Background: an optimization exercise with open tools, aiming at small area and a short achievable clock period. Do not read the settings as production practice.
At most, simulation tests tie the RTL to the original design; equivalence was not proved.
No functional check of the RTL was part of run 2.
No activity file was given, so power comes from the tool's default toggle rates.

===== flow/design.v =====
`timescale 1ns / 1ps
module full_adder (
    input wire A,
    input wire B,
    input wire Cin,
    output wire Sum,
    output wire Cout
);
    assign Sum = A ^ B ^ Cin;
    assign Cout = (A & B) | (B & Cin) | (A & Cin);
endmodule
`timescale 1ns / 1ps
module mux4_to_1 (
    input wire I0,
    input wire I1,
    input wire I2,
    input wire I3,
    input wire [1:0] sel,
    output reg Out
);
    always @(*) begin
        case (sel)
            2'b00: Out = I0;
            2'b01: Out = I1;
            2'b10: Out = I2;
            2'b11: Out = I3;
				default: Out = I0;
        endcase
    end
endmodule
`timescale 1ns / 1ps
module alu (
    input wire [15:0] A,  
    input wire [15:0] B,  
    input wire [3:0] sel,  
    input wire clk,
    input wire resetn,
	 input wire is_compare,
    output wire [15:0] S,  
    output reg NEGATIVE_reg,  
    output reg ZERO_reg,  
    output reg CARRY_reg,  
    output reg OVERFLOW_reg,  
	 output reg LOW_reg  
);
    wire [15:0] B_muxed;
    wire [15:0] Cin_sig;
    wire [15:0] C_out;
	 wire [15:0] S_out;
    reg NEGATIVE;
    reg ZERO;
    reg CARRY;
    reg OVERFLOW;
	 reg LOW;
    assign B_muxed = sel[0] ? ~B : B;
    generate
        genvar i;
        for (i = 0; i < 16; i = i + 1) begin
            if (i == 0) begin
                mux4_to_1 m4_to_1 (
                    .I0(1'b0),
                    .I1(1'b1),
                    .I2(sel[0]),
                    .I3(B[i]),
                    .sel(sel[2:1]),
                    .Out(Cin_sig[i])
                );
                full_adder fa (
                    .A(A[i]),
                    .B(B_muxed[i]),
                    .Cin(Cin_sig[i]),
                    .Sum(S_out[i]),
                    .Cout(C_out[i])
                );
            end else begin
                mux4_to_1 m4_to_1 (
                    .I0(1'b0),
                    .I1(1'b1),
                    .I2(C_out[i-1]),
                    .I3(B[i]),
                    .sel(sel[2:1]),
                    .Out(Cin_sig[i])
                );
                full_adder fa (
                    .A(A[i]),
                    .B(B_muxed[i]),
                    .Cin(Cin_sig[i]),
                    .Sum(S_out[i]),
                    .Cout(C_out[i])
                );
            end
        end
    endgenerate
	 assign S[15:0] = sel[3] ? C_out[15:0] : S_out[15:0];
	always @(*) begin
		case(sel)
			4'b0100 : begin  
							CARRY = C_out[15];
							OVERFLOW = Cin_sig[15] ^ C_out[15];
							NEGATIVE = 0;
							ZERO = 0;
							LOW = 0;
						 end
			4'b0101 : begin 
							if (is_compare == 0) begin  
								CARRY = ~C_out[15];
								OVERFLOW = Cin_sig[15] ^ C_out[15];
								LOW = 0;
								NEGATIVE = S_out[15] ^ C_out[15] ^ Cin_sig[15];
							end else begin  
								LOW = ~C_out[15];
								NEGATIVE = S_out[15] ^ C_out[15] ^ Cin_sig[15];
								CARRY = 0;
								OVERFLOW = 0;
							end
							if (S == 0) begin  
								ZERO = 1;
							end else begin
								ZERO = 0;
							end
						 end
			default: begin
							if (S == 0) begin
								ZERO = 1;
							end else begin
								ZERO = 0;
							end
							CARRY = 0;
							OVERFLOW = 0;
							LOW = 0;
							NEGATIVE = 0;
						end
		endcase
	end
    always @(posedge clk or negedge resetn) begin
        if (!resetn) begin
            NEGATIVE_reg <= 0;
            ZERO_reg <= 0;
            CARRY_reg <= 0;
            OVERFLOW_reg <= 0;
				LOW_reg <= 0;
        end else begin
            NEGATIVE_reg <= NEGATIVE;
            ZERO_reg <= ZERO;
            CARRY_reg <= CARRY;
            OVERFLOW_reg <= OVERFLOW;
				LOW_reg <= LOW;
        end
    end
endmodule
`timescale 1ns / 1ps
`timescale 1ns / 1ps
module condition_logic (
    input wire [3:0] condition_code,  
    input wire negative_flag,
    input wire zero_flag,
    input wire carry_flag,
    input wire overflow_flag,
    output reg condition_met  
);
    always @(*) begin
        case (condition_code)
            4'b0000: condition_met = zero_flag;  
            4'b0001: condition_met = ~zero_flag;  
            4'b0010: condition_met = carry_flag;  
            4'b0011: condition_met = ~carry_flag;  
            4'b0100: condition_met = negative_flag;  
            4'b0101: condition_met = ~negative_flag;  
            4'b0110: condition_met = overflow_flag;  
            4'b0111: condition_met = ~overflow_flag;  
            4'b1000: condition_met = carry_flag & ~zero_flag;  
            4'b1001: condition_met = ~carry_flag | zero_flag;  
            4'b1010: condition_met = negative_flag == overflow_flag;  
            4'b1011: condition_met = negative_flag != overflow_flag;  
            4'b1100: condition_met = ~zero_flag & (negative_flag == overflow_flag);  
            4'b1101: condition_met = zero_flag | (negative_flag != overflow_flag);  
            4'b1110: condition_met = 1'b1;  
            default: condition_met = 1'b0;  
        endcase
    end
endmodule
`timescale 1ns / 1ps
module control_unit (
    input wire clk,
    input wire resetn,
    output reg load_enable,
    output reg pc_enable,
	 output reg wen_rf_wb_state
);
    localparam FETCH = 2'b00;
    localparam EXECUTE = 2'b01;
    localparam WRITE_BACK = 2'b10;
    reg [1:0] current_state, next_state;
    always @(posedge clk or negedge resetn) begin
        if (!resetn)
            current_state <= FETCH;
        else
            current_state <= next_state;
    end
    always @(*) begin
        case (current_state)
            FETCH: next_state = EXECUTE;
            EXECUTE: next_state = WRITE_BACK;
            WRITE_BACK: next_state = FETCH;
            default: next_state = FETCH;
        endcase
    end
    always @(*) begin        
        case (current_state)
            FETCH: begin
                   load_enable = 1;
                   pc_enable = 0;
						 wen_rf_wb_state = 0;
            end
            EXECUTE: begin
                     load_enable = 0;
                     pc_enable = 0;
                     wen_rf_wb_state = 0;
            end
            WRITE_BACK: begin
                        load_enable = 0;
                        pc_enable = 1;
								wen_rf_wb_state = 1;
            end
				default: begin
							load_enable = 0;
							pc_enable = 0;
							wen_rf_wb_state = 0;
				end				
        endcase
    end
endmodule
`timescale 1ns / 1ps
module spblockram (
    input wire clk,
    input wire mem_write,
    input wire [4:0] address,  
    input wire [15:0] write_data,  
    output [15:0] read_data  
);
    reg [15:0] RAM [0:31];
	 reg [4:0] read_addr;
    always @(posedge clk) begin
        if (mem_write) begin
            RAM[address] <= write_data;
        end
		  read_addr <= address;
    end
	 assign read_data = RAM[read_addr];
endmodule
module instruction_decoder (
    input wire [15:0] instruction,  
    output reg [3:0] opcode,        
    output reg [3:0] rdest,         
    output reg [3:0] rsrc,          
    output reg [3:0] imm_high,      
    output reg [3:0] imm_low,       
    output reg [3:0] alu_sel,       
    output reg is_branch,           
    output reg is_jump,             
    output reg is_imm,              
	 output reg is_imm_signext,      
	 output reg is_imm_zeroext,      
	 output reg is_imm_8bit_ls_ext,  
    output reg is_cmp,              
	 output reg wen_rf,              
	 output reg [3:0] cond,          
	 output reg is_shifter,          
	 output reg [4:0] shift_imm,     
	 output reg [2:0] wdata_sel_rf,  
	 output reg wen_mem,
	 output reg [7:0] displacement,
	 output reg is_jal
);
    always @(*) begin
        opcode = instruction[15:12];
        rdest = instruction[11:8];
        rsrc = instruction[3:0];
        imm_high = instruction[7:4];
        imm_low = instruction[3:0];
        alu_sel = 4'b1010;
        is_branch = 0;
        is_jump = 0;
        is_imm = 0; 
        is_cmp = 0; 
		  wen_rf = 0;
		  is_imm_signext = 0;
		  is_imm_zeroext = 0;
		  is_imm_8bit_ls_ext = 0;
		  cond = 0;
		  is_shifter = 0;
		  wdata_sel_rf = 3'b000;
		  wen_mem = 0;
		  displacement = 0;
		  is_jal = 0;
		  shift_imm = instruction[4:0];
        case (opcode)
            4'b0000: begin  
				    rsrc = instruction[3:0];
					 rdest = instruction[11:8];
                case (instruction[7:4])
                    4'b0101: begin alu_sel = 4'b0100;  
						                 wen_rf = 1;
											  wdata_sel_rf = 3'b000;
						           end
                    4'b1001: begin alu_sel = 4'b0101;  
						                 wen_rf = 1;
											  wdata_sel_rf = 3'b000;
						           end
                    4'b1011: begin
                                   alu_sel = 4'b0101;  
                                   is_cmp = 1;
								           wen_rf = 0;
                             end
                    4'b0001: begin alu_sel = 4'b1000;  
						                 wen_rf = 1;
											  wdata_sel_rf = 3'b000;
						           end
                    4'b0010: begin alu_sel = 4'b1010;  
						                 wen_rf = 1;
											  wdata_sel_rf = 3'b000;
						           end
                    4'b0011: begin alu_sel = 4'b0000;  
						                 wen_rf = 1;
											  wdata_sel_rf = 3'b000;
						           end
						  4'b1101: begin                     
									        wen_rf = 1;
											  wdata_sel_rf = 3'b001;
						           end
                    default: begin alu_sel = 4'b1010;  
						                 wen_rf = 1;
											  wdata_sel_rf = 3'b000;
						           end
                endcase
            end
            4'b0101: begin  
                is_imm = 1;  
                imm_high = instruction[7:4];  
                imm_low = instruction[3:0];  
                is_imm_signext = 1;
					 alu_sel = 4'b0100;  
					 wen_rf = 1;
					 wdata_sel_rf = 3'b000;
            end
				4'b0001: begin  
                is_imm = 1;  
                imm_high = instruction[7:4];  
                imm_low = instruction[3:0];  
                is_imm_zeroext = 1;
					 alu_sel = 4'b1000;  
					 wen_rf = 1;
					 wdata_sel_rf = 3'b000;
            end
				4'b1001: begin  
                is_imm = 1;  
                imm_high = instruction[7:4];  
                imm_low = instruction[3:0];  
                is_imm_signext = 1;
					 alu_sel = 4'b0101;  
					 wen_rf = 1;
					 wdata_sel_rf = 3'b000;
            end
				4'b1101: begin  
                is_imm = 1;  
                imm_high = instruction[7:4];  
                imm_low = instruction[3:0];  
                is_imm_zeroext = 1;
					 wen_rf = 1;
					 wdata_sel_rf = 3'b001;
            end
				4'b0010: begin  
                is_imm = 1;  
                imm_high = instruction[7:4];  
                imm_low = instruction[3:0];  
                is_imm_zeroext = 1;
					 alu_sel = 4'b1010;  
					 wen_rf = 1;
					 wdata_sel_rf = 3'b000;
            end
				4'b0011: begin  
                is_imm = 1;  
                imm_high = instruction[7:4];  
                imm_low = instruction[3:0];  
                is_imm_zeroext = 1;
					 alu_sel = 4'b0000;  
					 wen_rf = 1;
					 wdata_sel_rf = 3'b000;
            end
				4'b1011: begin  
                is_imm = 1;  
                imm_high = instruction[7:4];  
                imm_low = instruction[3:0];  
                is_imm_signext = 1;
					 alu_sel = 4'b0101;  
					 is_cmp = 1;
            end
            4'b1111: begin  
                is_imm = 1;  
                imm_high = instruction[7:4];
                imm_low = instruction[3:0];
					 is_imm_8bit_ls_ext = 1;
					 wen_rf = 1;
					 wdata_sel_rf = 3'b010;
            end
            4'b1000: begin  
					 is_shifter = 1;
					 wen_rf = 1;
					 wdata_sel_rf = 3'b011;
                if (instruction[7:4] == 4'b0100) begin  
                    rsrc = instruction[3:0];
						  rdest = instruction[11:8];
                end else if (instruction[7:4] == 4'b0000 || instruction[7:4] == 4'b0001) begin  
                    is_imm = 1;
						  shift_imm = instruction[4:0];
                end
            end
            4'b0100: begin  
                if (instruction[7:4] == 4'b0000) begin  
                    wdata_sel_rf = 3'b101;
						  wen_rf = 1;
                end else if (instruction[7:4] == 4'b0100) begin  
                    rsrc = instruction[3:0];
						  rdest = instruction[11:8];
						  wen_mem = 1;
                end else if (instruction[7:4] == 4'b1000) begin  
						wdata_sel_rf = 3'b100;
						is_jal = 1;
					 end else if (instruction[7:4] == 4'b1100) begin  
						cond = instruction[11:8];
						is_jump = 1;
					 end
            end
            4'b1100: begin  
                is_branch = 1;
					 cond = instruction[11:8];
					 displacement = instruction[7:0];
            end
        endcase
    end
endmodule
`timescale 1ns / 1ps
module instruction_register (
    input wire clk,                 
    input wire resetn,              
    input wire [15:0] instruction_in,  
    input wire load_enable,         
    output reg [15:0] instruction_out  
);
    always @(posedge clk or negedge resetn) begin
        if (!resetn) begin
            instruction_out <= 16'b0;
        end else if (load_enable) begin
            instruction_out <= instruction_in;
        end
    end
endmodule
`timescale 1ns / 1ps
module program_counter(
    input wire clk,
    input wire resetn,
    input wire [3:0] cond,
    input wire is_branch,
    input wire is_jump,
    input wire is_jal,
    input wire [7:0] disp,
    input wire [15:0] jump_target,
    input wire PC_enb,
	 input wire negative_flag,
	 input wire zero_flag,
	 input wire carry_flag,
	 input wire overflow_flag,
    output wire [15:0] PC
    );
	wire condition_met;
	wire jump;
	wire branch;
	wire signed [15:0] disp_ext;
	reg [15:0] PC_reg;
	wire [15:0] next_PC;
	wire [15:0] adder_out;
	wire adder_in;
	condition_logic inst_cl (
		 .condition_code(cond), 
		 .negative_flag(negative_flag), 
		 .zero_flag(zero_flag), 
		 .carry_flag(carry_flag), 
		 .overflow_flag(overflow_flag), 
		 .condition_met(condition_met)
    );
	assign jump = (is_jal) ? 1 :
	              (is_jump) ? condition_met : 0;
	assign branch = (is_branch) ? condition_met : 0;
	assign disp_ext = {{8{disp[7]}}, disp};  
	assign adder_in = (branch) ? disp_ext : 1;
	assign adder_out = adder_in + PC_reg;
	assign next_PC = (jump) ? jump_target : adder_out;
	always@(posedge clk,negedge resetn) begin
		if (~resetn) begin
			PC_reg <= 0;
		end else if(PC_enb == 1) begin
			PC_reg <= next_PC;
		end	
	end
	assign PC = PC_reg;
endmodule
`timescale 1ns / 1ps
module register_file (
    input wire clk,                 
    input wire resetn,              
    input wire [3:0] read_addr1,    
    input wire [3:0] read_addr2,    
    input wire [3:0] write_addr,    
    input wire [15:0] write_data,   
    input wire write_enable,        
    output reg [15:0] read_data1,   
    output reg [15:0] read_data2    
);
    reg [15:0] general_purpose_registers [15:0];
    always @(*) begin
        read_data1 = general_purpose_registers[read_addr1];
        read_data2 = general_purpose_registers[read_addr2];
    end
	 integer i;
    always @(posedge clk or negedge resetn) begin
        if (!resetn) begin
            for (i = 0; i < 16; i = i + 1) begin
                general_purpose_registers[i] <= 16'b0;
            end
        end else if (write_enable) begin
            general_purpose_registers[write_addr] <= write_data;
        end
    end
endmodule
`timescale 1ns / 1ps
module shifter(
    input wire [15:0] data_in,         
    input wire [4:0] shift,            
    output reg [15:0] data_out         
);
    wire [15:0] left_shifted;          
    wire [15:0] right_shifted;         
    wire signed [4:0] signed_shift = shift;  
    assign left_shifted = data_in << signed_shift;
    assign right_shifted = data_in >> -signed_shift;
    always @(*) begin
        if (signed_shift >= 0) begin
            data_out = left_shifted;
        end else begin
            data_out = right_shifted;
        end
    end
endmodule
`timescale 1ns / 1ps
module processor_top (
    input wire clk,
    input wire resetn,
	 input wire [15:0] instruction_input,
	 input wire mem_write,
	 output wire [15:0] PC_out
);
	wire pc_enable;
	wire load_enable;
	wire wen_rf_wb_state;
	wire wen_rf_sync;
	wire wen_rf;
	wire [15:0] instruction;
	wire [15:0] instruction_in;
	wire [3:0] opcode;
	wire [3:0] rdest;
	wire [3:0] rsrc;
	wire [3:0] imm_high;
	wire [3:0] imm_low;
	wire [3:0] alu_sel;
	wire is_branch;
	wire is_jump;
	wire is_jal;
	wire [7:0] disp;
	wire [15:0] read_data1;
	wire [15:0] read_data2;
	wire negative_flag;
	wire zero_flag;
	wire carry_flag;
	wire overflow_flag;
	wire low_flag;
	wire [15:0] PC;
	wire is_imm;
	wire [7:0] imm;
	reg [15:0] imm_ext;
	wire is_cmp;
	wire [3:0] cond;
	wire [4:0] shift_imm;
	wire [4:0] shift;
	wire [15:0] shifter_out;
	wire [2:0] wdata_sel_rf;
	wire [15:0] mem_data;
	wire [15:0] B_operand;
	wire [15:0] alu_result;
	reg [15:0] write_data;
	wire is_imm_signext;
	wire is_imm_zeroext;
	wire is_imm_8bit_ls_ext;
	wire wen_mem;
	assign imm = {imm_high,imm_low};
	assign wen_rf_sync = wen_rf_wb_state && wen_rf;
		control_unit controller (
			 .clk(clk), 
			 .resetn(resetn), 
			 .load_enable(load_enable), 
			 .pc_enable(pc_enable), 
			 .wen_rf_wb_state(wen_rf_wb_state)
			 );
		program_counter pc_inst (
			 .clk(clk), 
			 .resetn(resetn), 
			 .cond(cond), 
			 .is_branch(is_branch), 
			 .is_jump(is_jump), 
			 .is_jal(is_jal), 
			 .disp(disp), 
			 .jump_target(read_data2), 
			 .PC_enb(pc_enable), 
			 .negative_flag(negative_flag), 
			 .zero_flag(zero_flag), 
			 .carry_flag(carry_flag), 
			 .overflow_flag(overflow_flag), 
			 .PC(PC)
			 );
	assign PC_out = PC;
    instruction_register IR_inst (
			.clk(clk), 
			.resetn(resetn), 
			.instruction_in(instruction_in), 
			.load_enable(load_enable), 
			.instruction_out(instruction)
    );
		instruction_decoder instr_decoder (
			 .instruction(instruction), 
			 .opcode(opcode), 
			 .rdest(rdest), 
			 .rsrc(rsrc), 
			 .imm_high(imm_high), 
			 .imm_low(imm_low), 
			 .alu_sel(alu_sel), 
			 .is_branch(is_branch), 
			 .is_jump(is_jump), 
			 .is_imm(is_imm), 
			 .is_imm_signext(is_imm_signext), 
			 .is_imm_zeroext(is_imm_zeroext), 
			 .is_imm_8bit_ls_ext(is_imm_8bit_ls_ext), 
			 .is_cmp(is_cmp), 
			 .wen_rf(wen_rf), 
			 .cond(cond), 
			 .is_shifter(), 
			 .shift_imm(shift_imm), 
			 .wdata_sel_rf(wdata_sel_rf), 
			 .wen_mem(wen_mem), 
			 .displacement(disp), 
			 .is_jal(is_jal)
			 );
	always@(*) begin
		if (is_imm_signext == 1) begin
			imm_ext = {{8{imm[7]}}, imm};
		end else if (is_imm_8bit_ls_ext == 1) begin
			imm_ext = {imm,{8{1'b0}}};
		end else begin
			imm_ext = {{8{1'b0}},imm};
		end
	end
	assign shift = (is_imm) ? shift_imm : read_data2[4:0];
		register_file RF_inst (
			 .clk(clk), 
			 .resetn(resetn), 
			 .read_addr1(rdest), 
			 .read_addr2(rsrc), 
			 .write_addr(rdest), 
			 .write_data(write_data), 
			 .write_enable(wen_rf_sync), 
			 .read_data1(read_data1), 
			 .read_data2(read_data2)
			 );
	always@(*) begin
		case(wdata_sel_rf)
			3'b000: write_data = alu_result;
			3'b001: write_data = B_operand;
			3'b010: write_data = imm_ext;
			3'b011: write_data = shifter_out;
			3'b100: write_data = PC + 1;
			3'b101: write_data = mem_data;
			default: write_data = alu_result;
		endcase
	end
		alu ALU_inst (
			 .A(read_data1), 
			 .B(B_operand), 
			 .sel(alu_sel), 
			 .clk(clk), 
			 .resetn(resetn), 
			 .is_compare(is_cmp), 
			 .S(alu_result), 
			 .NEGATIVE_reg(negative_flag), 
			 .ZERO_reg(zero_flag), 
			 .CARRY_reg(carry_flag), 
			 .OVERFLOW_reg(overflow_flag), 
			 .LOW_reg(low_flag)
			 );
	assign B_operand = (is_imm) ? imm_ext : read_data2;
			shifter brl_shifter (
			 .data_in(read_data1), 
			 .shift(shift), 
			 .data_out(shifter_out)
			 );
		spblockram instr_mem (
			 .clk(clk), 
			 .mem_write(mem_write), 
			 .address(PC[4:0]), 
			 .write_data(instruction_input), 
			 .read_data(instruction_in)
			 );
		spblockram data_mem (
			 .clk(clk), 
			 .mem_write(wen_mem), 
			 .address(read_data2[4:0]), 
			 .write_data(read_data1), 
			 .read_data(mem_data)
			 );
endmodule

===== flow/run.sh =====
#!/bin/bash
# synth_recipe.tcl (not shown) runs the flow's synth.tcl, then flattens the netlist and writes it again
# the make line also repeats each setting of config.mk as NAME=value (left out here)
make -C /OpenROAD-flow-scripts/flow DESIGN_CONFIG=/design/flow/config.mk WORK_HOME=/design/flow/orfs CLKGATE_MAP_FILE= SYNTH_SCRIPT=/design/flow/synth_recipe.tcl finish

===== flow/config.mk =====
export PLATFORM = sky130hd
export DESIGN_NAME = processor_top
export DESIGN_NICKNAME = processor_top
export VERILOG_FILES = /design/flow/design.v
export SDC_FILE = /design/flow/constraint.sdc
export NUM_CORES = 4
export LEC_CHECK = 0
export CAP_MARGIN = 20
export CORE_MARGIN = 2
export CORE_UTILIZATION = 40
export SLEW_MARGIN = 20

===== flow/constraint.sdc =====
create_clock -name core_clock -period 15.0 [get_ports {clk}]
set_input_delay 3.0000 -clock core_clock [delete_from_list [all_inputs] [get_ports {clk}]]
set_output_delay 3.0000 -clock core_clock [all_outputs]
set_load 0.01 [all_outputs]

==> results.cfg, run 1 <==
[logic_synthesis]
yosysMostFrequentCell = edfxtp_1
synth_area_leaders = edfxtp_1 52%, mux4_2 13%, dfrtp_1 12%
yosysSeqAreaShare_pct = 64.2
ys_async_sr_fraction_pct = 22.1
synth_warnings = 12
synthesis.area_sq_um = 59700
ys.flop_type = edfxtp_1
yosysTopAreaCellShare_pct = 51.5
avgSynthCellArea_sq_um = 15.1
ys_types = 111
synth_common_cells = 1024 x edfxtp_1, 335 x mux4_2, 317 x nand2_1
syn-instance-count = 3952
synth-edff-count = 1024
synth.largest_area_cell = edfxtp_1
syn_nets = 3995
ys_seq_elements = 1328

[finish]
fin_cells = 6084
final_util_pct = 45.7
nets = 4078
multi_input_comb_area_sq_um = 20300
regArea_sq_um = 38300
n_fill_cell = 12800
drive_gt1_share_pct = 22.7
areaGrowthSynthToFinish_pct = 13.5

[critical_path]
worstPathRequired_ns = 15.67
critical_path_class = reg -> reg
cp.arrival_ns = 15.08
start_kind = register
max_stage_delay_ns = 0.58
worstSetupEndpointType = register
path_common_cell = fa_1
cp_slowest_cell = dfrtp_2
path_max_fanout = 17

[cts]
clk_latency_ns = 0.82
ctsResizeCount = 0
clk_pin_slew_ns = 0.06
postCtsSetupRepairBufs = 0
cts_made_buffers = 141
ctsHoldBuffers = 0
cts_tree = done
htree_num_levels = 4
numClockSinks = 1328
clock_path_buffers = 3
root_buffer = clkbuf_16

[drt]
avgViaCountPerCell = 6.16
postRouteAntennaNets = 0
finalWirelength_microns = 195000
wl_per_cell_microns = 32.0
drtIter0Drc = 4436
drt_first_pass_iters = 6
drc = 0
vias = 37500

[timing]
skew_ns = 0.0558
worst_pin_slew_ns = 1.16
fmax_mhz = 69.4
grt_setup_unrepaired = no
setup_viol = 0
hold_ws_ns = 0.476
fin_tns_setup_ns = 0
slew_headroom_pct = 22.4
slew_viol_final = 0
finalHoldViolCount = 0
timing.final.crit_share_pct = 96.0
timing.final.crit_period_ns = 14.40

[global_route]
grt.overflow.total = 0
antenna_found_initial = 12
grt_max_degree = 105
grt_pass1_wl_microns = 278000
grt_pass1_vias = 36700
grtUsageTotal_pct = 25.5

[die]
ios = 35
die_h_microns = 390
start_util_pct = 40.3
rows = 141
fp.dieW_microns = 390
dieArea_sq_um = 152000
core_area_sq_um = 148000

[pwr]
power_density_nw_per_um2 = 258
peakVddDrop_mv = 0.249
p_total_w = 0.0175
p_leak_nw = 22.9

[placed_design]
gp_congestion = 0.984
placed_cells = 5821
hpwl_microns = 128000
port_buffers = 34

[worst_hold_path]
hp-class = reg -> reg

[status]
status = finished clean

[job]
drv_cap = 0
[through the flow]
step	worst slack, ns	cell area [sq um]
after floorplan	1.95	59700
after global placement	0.890	63000
after detailed placement	0.760	63000
after CTS	0.719	67800
after global routing	0.0985	67700
final	0.595	67700
[critical path: cells and delay by family (launching register included)]
family	cells	cell delay [ns]
adders and majority gates	16	7.62
DFF	1	0.58
and+or+nand+nor	2	0.65
AOI/OAI and AO/OA	22	4.83
buffers and inverters	1	0.23
muxes	1	0.18
xor gates and xnor gates	1	0.18
[where the power goes]
group | total (W) | internal (W) | switching (W) | leakage (nW)
combinational | 0.00837 | 0.00274 | 0.00563 | 7.40
sequential | 0.00557 | 0.00490 | 0.000675 | 13.2
clock | 0.00354 | 0.00202 | 0.00152 | 2.29
[placed cells by master, fill, tap and decap left out, drive strengths merged, types with 22 or more instances in the layout]
cell | Yosys | layout
nor3 | 47 | 47
clkinv | 1 | 54
a22oi | 44 | 44
nand3 | 92 | 92
nand2b | 31 | 31
dfrtp | 294 | 294
and3 | 22 | 22
mux4 | 335 | 335
clkbuf | 136 | 186
o22ai | 29 | 29
a31oi | 64 | 64
nor2 | 257 | 257
nor2b | 28 | 28
a221oi | 37 | 37
inv | 37 | 42
mux2 | 44 | 44
nand2 | 321 | 321
mux2i | 121 | 121
edfxtp | 1024 | 1024
o21ai | 260 | 260
a21oi | 143 | 143
buf | 148 | 206
[routing by layer]
layer	wire [microns]	GRT usage, %
met5	98	0
met4	7590	9.43
met3	13800	4.82
met2	91600	40.2
met1	81600	35.3
[path summary, 6_finish.rpt]
check	cells after the start	start	slack [ns]	end
setup / recovery	43	IR_inst.instruction_out[0]$_DFFE_PN0N_	0.60	RF_inst.general_purpose_registers[11][15]$_DFFE_PN0P_
hold / removal	1	controller.current_state[1]$_DFF_PN0_	0.48	controller.current_state[1]$_DFF_PN0_
setup reg to reg	43	IR_inst.instruction_out[0]$_DFFE_PN0N_	0.60	RF_inst.general_purpose_registers[11][15]$_DFFE_PN0P_
hold reg to reg	1	controller.current_state[1]$_DFF_PN0_	0.48	controller.current_state[1]$_DFF_PN0_
max in group asynchronous	3	resetn	10.53	RF_inst.general_purpose_registers[5][3]$_DFFE_PN0P_
min in group asynchronous	1	resetn	2.20	RF_inst.general_purpose_registers[13][11]$_DFFE_PN0P_
[area by class of cell]
cell class / count / share of cell area [%]
multi-input combinational: 2302 / 30.0
antenna: 4 / 0.0148
clock inverter: 72 / 1.40
tap: 1930 / 3.57
inverter: 38 / 0.218
clock buffer: 186 / 5.65
timing repair buffer: 224 / 2.57
sequential: 1328 / 56.6
[cells by family after synthesis]
| logic type | count (synthesis) | share of synthesized area [%] |
|---|---|---|
| simple gates | 917 | 7.22 |
| flops | 1328 | 64.2 |
| compound gates | 824 | 9.29 |
| xor+xnor | 37 | 0.543 |
| mux | 500 | 15.5 |
| buf+inv | 322 | 2.55 |
| fa+ha+maj | 24 | 0.717 |
==> run 2: changes to the inputs <==
==> flow/design.v (replaced) <==
`timescale 1ns / 1ps
module processor_top (
    input wire clk,
    input wire resetn,
    input wire [15:0] instruction_input,
    input wire mem_write,
    output wire [15:0] PC_out
);
    reg st_e, st_w;                  
    wire st_f = ~st_e & ~st_w;
    always @(posedge clk or negedge resetn) begin
        if (!resetn) begin
            st_e <= 1'b0;
            st_w <= 1'b0;
        end else begin
            st_e <= st_f;
            st_w <= st_e;
        end
    end
    reg  [15:0] pc;
    wire [15:0] pc_next;
    always @(posedge clk or negedge resetn) begin
        if (!resetn)
            pc <= 16'd0;
        else if (st_w)
            pc <= pc_next;
    end
    assign PC_out = pc;
    reg [15:0] imem [0:31];
    reg [4:0]  ra;
    always @(posedge clk) begin
        if (mem_write)
            imem[pc[4:0]] <= instruction_input;
        ra <= pc[4:0];
    end
    reg [15:0] ir;
    always @(posedge clk) begin
        if (st_f)
            ir <= imem[ra];
    end
    wire [3:0] op = ir[15:12];
    wire [3:0] fn = ir[7:4];
    wire [3:0] rd = ir[11:8];
    wire [3:0] rs = ir[3:0];
    reg [15:0] rf [0:15];
    reg [15:0] rv;
    wire       rf_we;
    wire [15:0] wd;
    always @(posedge clk) begin
        if (rf_we)
            rf[rd] <= wd;
    end
    always @(posedge clk or negedge resetn) begin
        if (!resetn)
            rv <= 16'd0;
        else if (rf_we)
            rv[rd] <= 1'b1;
    end
    reg [15:0] A, B;
    always @(posedge clk) begin
        A <= rv[rd] ? rf[rd] : 16'd0;
        B <= rv[rs] ? rf[rs] : 16'd0;
    end
    reg [15:0] dmem [0:31];
    reg        sp;                   
    always @(posedge clk) begin
        sp <= st_e & (op == 4'b0100) & (fn == 4'b0100);
        if (sp)
            dmem[B[4:0]] <= A;
    end
    wire [15:0] mdata = dmem[B[4:0]];
    wire z = ~|(A | B);
    reg  taken;
    always @(*) begin
        case (rd)
            4'd0, 4'd13: taken = z;
            4'd1, 4'd12: taken = ~z;
            4'd3, 4'd5, 4'd7, 4'd9, 4'd10, 4'd14: taken = 1'b1;
            default: taken = 1'b0;
        endcase
    end
    wire is_jal = (op == 4'b0100) & (fn == 4'b1000);
    wire is_jc  = (op == 4'b0100) & (fn == 4'b1100);
    wire is_bc  = (op == 4'b1100);
    wire jump   = is_jal | (is_jc & taken);
    wire inc    = (is_bc & taken) ? ir[0] : 1'b1;
    assign pc_next = jump ? B : pc + {15'd0, inc};
    wire is_imm  = (op != 4'b0000);
    wire sext    = (op == 4'b0101) | (op == 4'b1001);
    wire [15:0] Y = is_imm ? {{8{sext & ir[7]}}, ir[7:0]} : B;
    wire sub     = (op == 4'b1001) | (op == 4'b0000 & fn == 4'b1001);
    wire [15:0] sum = A + (sub ? ~Y : Y) + {15'd0, sub};
    wire [4:0]  sh = (fn[3:1] == 3'b000) ? ir[4:0] : B[4:0];
    wire [4:0]  nsh = -sh;
    wire [15:0] shl = A << sh[3:0];
    wire [15:0] shr = A >> nsh;
    wire [15:0] shout = sh[4] ? shr : shl;
    reg [15:0] res;
    reg        wen;
    always @(*) begin
        res = A | Y;
        wen = 1'b0;
        case (op)
            4'b0000: begin
                wen = (fn != 4'b1011);
                case (fn)
                    4'b0101, 4'b1001: res = sum;
                    4'b0001: res = A & Y;
                    4'b0011: res = A ^ Y;
                    4'b1101: res = Y;
                    default: res = A | Y;
                endcase
            end
            4'b0101, 4'b1001: begin wen = 1'b1; res = sum;   end
            4'b0001:          begin wen = 1'b1; res = A & Y; end
            4'b0010:          begin wen = 1'b1; res = A | Y; end
            4'b0011:          begin wen = 1'b1; res = A ^ Y; end
            4'b1101:          begin wen = 1'b1; res = Y;     end
            4'b1111:          begin wen = 1'b1; res = {ir[7:0], 8'h00}; end
            4'b1000:          begin wen = 1'b1; res = shout; end
            4'b0100:          begin wen = (fn == 4'b0000); res = mdata; end
            default:          begin wen = 1'b0; end
        endcase
    end
    assign wd    = res;
    assign rf_we = st_w & wen;
endmodule
==> run 2 against run 1 <==
Clock skew decreased by 0.016 ns; critical path depth decreased by 31; setup slack improved by 9.1 ns; power decreased by 49%; area after synthesis decreased by 0.68%; largest power group is now registers.
==> results.cfg, run 2 <==
[status]
status = finished clean

[drt]
drt_first_pass_iters = 9
postRouteAntennaNets = 0
vias = 32000
drc = 0
drtIter0Drc = 3715
finalWirelength_microns = 159000
avgViaCountPerCell = 6.05
wl_per_cell_microns = 30.0

[logic_synthesis]
yosysSeqAreaShare_pct = 68.4
ys_async_sr_fraction_pct = 2.49
ys_seq_elements = 1368
ys.flop_type = edfxtp_1
syn_nets = 3222
yosysTopAreaCellShare_pct = 65.7
ys_types = 94
synth-edff-count = 1296
synth_warnings = 1
synth.largest_area_cell = edfxtp_1
avgSynthCellArea_sq_um = 18.8
synth_area_leaders = edfxtp_1 66%, mux4_2 18%, dfrtp_1 1.4%
synthesis.area_sq_um = 59300
synth_common_cells = 1296 x edfxtp_1, 461 x mux4_2, 143 x nor2_1
syn-instance-count = 3147
yosysMostFrequentCell = edfxtp_1

[global_route]
antenna_found_initial = 3
grtUsageTotal_pct = 20.9
grt_pass1_vias = 31800
grt_pass1_wl_microns = 229000
grt.overflow.total = 0
grt_max_degree = 97

[pwr]
p_comb_share_pct = 12.6
power_density_nw_per_um2 = 133
p_sw_w = 0.00220
peakVddDrop_mv = 0.0990
clkPwrFrac_pct = 38.8
power.internal_w = 0.00670
switching_share_pct = 24.7
p_leak_nw = 21.3
seq_power_share_pct = 48.5

[critical_path]
path_cells = buf_4, or4b_1, nand2_2, inv_2, ha_1, inv_2, mux4_2, mux2i_1, nor3_1, o41ai_1, a32oi_1, buf_4
max_stage_delay_ns = 0.77
start_kind = register
critical_path_class = reg -> reg
cp_slowest_cell = ha_1
worstPathRequired_ns = 15.51
cp.arrival_ns = 5.85
worstSetupEndpointType = register
path_max_fanout = 47
r2r_cells = 12

[worst_hold_path]
min_path_cells = 0
hp-class = reg -> reg

[timing]
timing.final.crit_period_ns = 5.34
fin_tns_setup_ns = 0
skew_ns = 0.0401
fmax_mhz = 187
finalHoldViolCount = 0
grt_setup_unrepaired = no
slew_headroom_pct = 28.9
timing.final.crit_share_pct = 35.6
setup_viol = 0
slew_viol_final = 0
worst_pin_slew_ns = 1.06

[cts]
ctsResizeCount = 0
clk_latency_ns = 0.78
root_buffer = clkbuf_16
numClockSinks = 1368
cts_tree = done
cts_made_buffers = 142
postCtsSetupRepairBufs = 0
ctsHoldBuffers = 0
htree_num_levels = 4
clock_path_buffers = 3
clk_pin_slew_ns = 0.06

[finish]
final_cell_mix = 1296 x edfxtp_1, 461 x mux4_2, 143 x clkbuf_16
n_fill_cell = 12500
areaGrowthSynthToFinish_pct = 13.0
regArea_sq_um = 40600
nets = 3332
multi_input_comb_area_sq_um = 17900
final_util_pct = 45.4
n_antenna_cell = 0
layout_commonest_cell = edfxtp_1
drive_gt1_share_pct = 27.7

[die]
rows = 141
die_h_microns = 389
fp.dieW_microns = 389
dieArea_sq_um = 151000
core_area_sq_um = 147000
ios = 35
start_util_pct = 40.2

[job]
drv_cap = 0

[placed_design]
gp_congestion = 0.950
hpwl_microns = 97800
port_buffers = 34
## run 2: changes by cell type in the layout (fill, tap and decap cells not counted), sizes merged, moves of 47 or more
cell and delta:
edfxtp +272, dfrtp -260, nand2 -240, o21ai -203, mux4 +126, nor2 -114
a21oi -70, buf -65, ha +48, mux2i -47
## run 2: power by group through the flow
stage / Combinational [W] / Sequential (W) / Clock, W
after floorplan: 0.000740 / 0.00438 / 0
after detailed placement: 0.00111 / 0.00440 / 0
after global placement: 0.00111 / 0.00440 / 0
after CTS: 0.00112 / 0.00432 / 0.00353
after global routing: 0.00119 / 0.00432 / 0.00368
final: 0.00112 / 0.00432 / 0.00345
## run 2: logic make-up (layout without fill, tap and decap cells)
logic type      after synthesis  after routing  synth area share (%)
compound gates              399            399                  4.79
mux                         562            562                  19.3
fa+ha+maj                    56             56                  1.19
xor+xnor                     32             32                 0.530
flops                      1368           1368                  68.4
buf+inv                     256            471                  1.72
simple gates                474            474                  4.09
## run 2: stage by stage
step	total power (W)	std cells	cell area (sq um)	setup WS [ns]	hold WS, ns
finish	0.00890	5292	67000	9.66	0.468
global route	0.00919	5292	67000	9.29	0.486
CTS	0.00897	5292	67000	9.75	0.461
detailed placement	0.00551	5043	62400	9.50	0.436
global placement	0.00551	5042	62400	9.53	0.426
floorplan	0.00512	3147	59300	10.28	0.375
## run 2: metal layers
layer | wire length [microns] | track usage (%) | vias to the layer above
li1 | - | - | 13400
met5 | 8 | 0 | -
met1 | 68600 | 30.3 | 17100
met4 | 3880 | 5.76 | 2
met3 | 12800 | 4.46 | 233
met2 | 73700 | 32.1 | 1394
## run 2: worst max-delay path: cells and delay by family, from the launching register on
family | cells | cell delay (ns)
flops | 1 | 0.36
mux | 2 | 0.68
compound gates | 2 | 0.86
fa+ha+maj | 1 | 0.77
buf+inv | 4 | 1.12
simple gates | 3 | 1.25
## run 2: cell type report
class	count	area share, %
repair buffers	172	2.05
flip-flops and latches	1368	60.6
well taps	1930	3.60
clock inverters	66	1.18
multi-input cells	1523	26.7
inverters	50	0.284
clock buffers	183	5.66
## run 2: path summary, 6_finish.rpt
kind                                 start             endpoint  slack [ns]
min                         st_e$_DFF_PN0_       st_w$_DFF_PN0_        0.47
max in group asynchronous           resetn    pc[0]$_DFFE_PN0P_       12.18
max reg2reg                ir[5]$_DFFE_PP_  rf[9][10]$_DFFE_PP_        9.66
min in group asynchronous           resetn   pc[13]$_DFFE_PN0P_        2.32
max                        ir[5]$_DFFE_PP_  rf[9][10]$_DFFE_PP_        9.66
min reg2reg                 st_e$_DFF_PN0_       st_w$_DFF_PN0_        0.47

## re-timing with driven ports
The flow's constraints put no driver on any port. The routed layouts listed below were extracted and timed again, unchanged, in two steps. Step 1 assumes that a clkbuf_16 drives the clock port and a buf_2 every other input. Step 2 also shifts input and output timing later by t, the mid clock arrival at the registers, as if the neighbouring blocks saw the same clock. Slacks: ideal / step 1 / step 2; pairs: ideal / step 1.
| run | shift t [ns] | slack for setup (ns) | worst setup path after step 2 | cell pins on the clock port's net |
|---|---|---|---|---|
| run 1 | 0.873 | 0.595 / 0.595 / 0.595 | register to register | 1 |
| run 2 | 0.843 | 9.659 / 9.659 / 9.408 | input to register | 1 |
After both steps setup and hold are still met in every run listed. The setup slack of run 2, which loses most, moves by 0.000 ns with the drivers and by -0.251 ns with both steps.
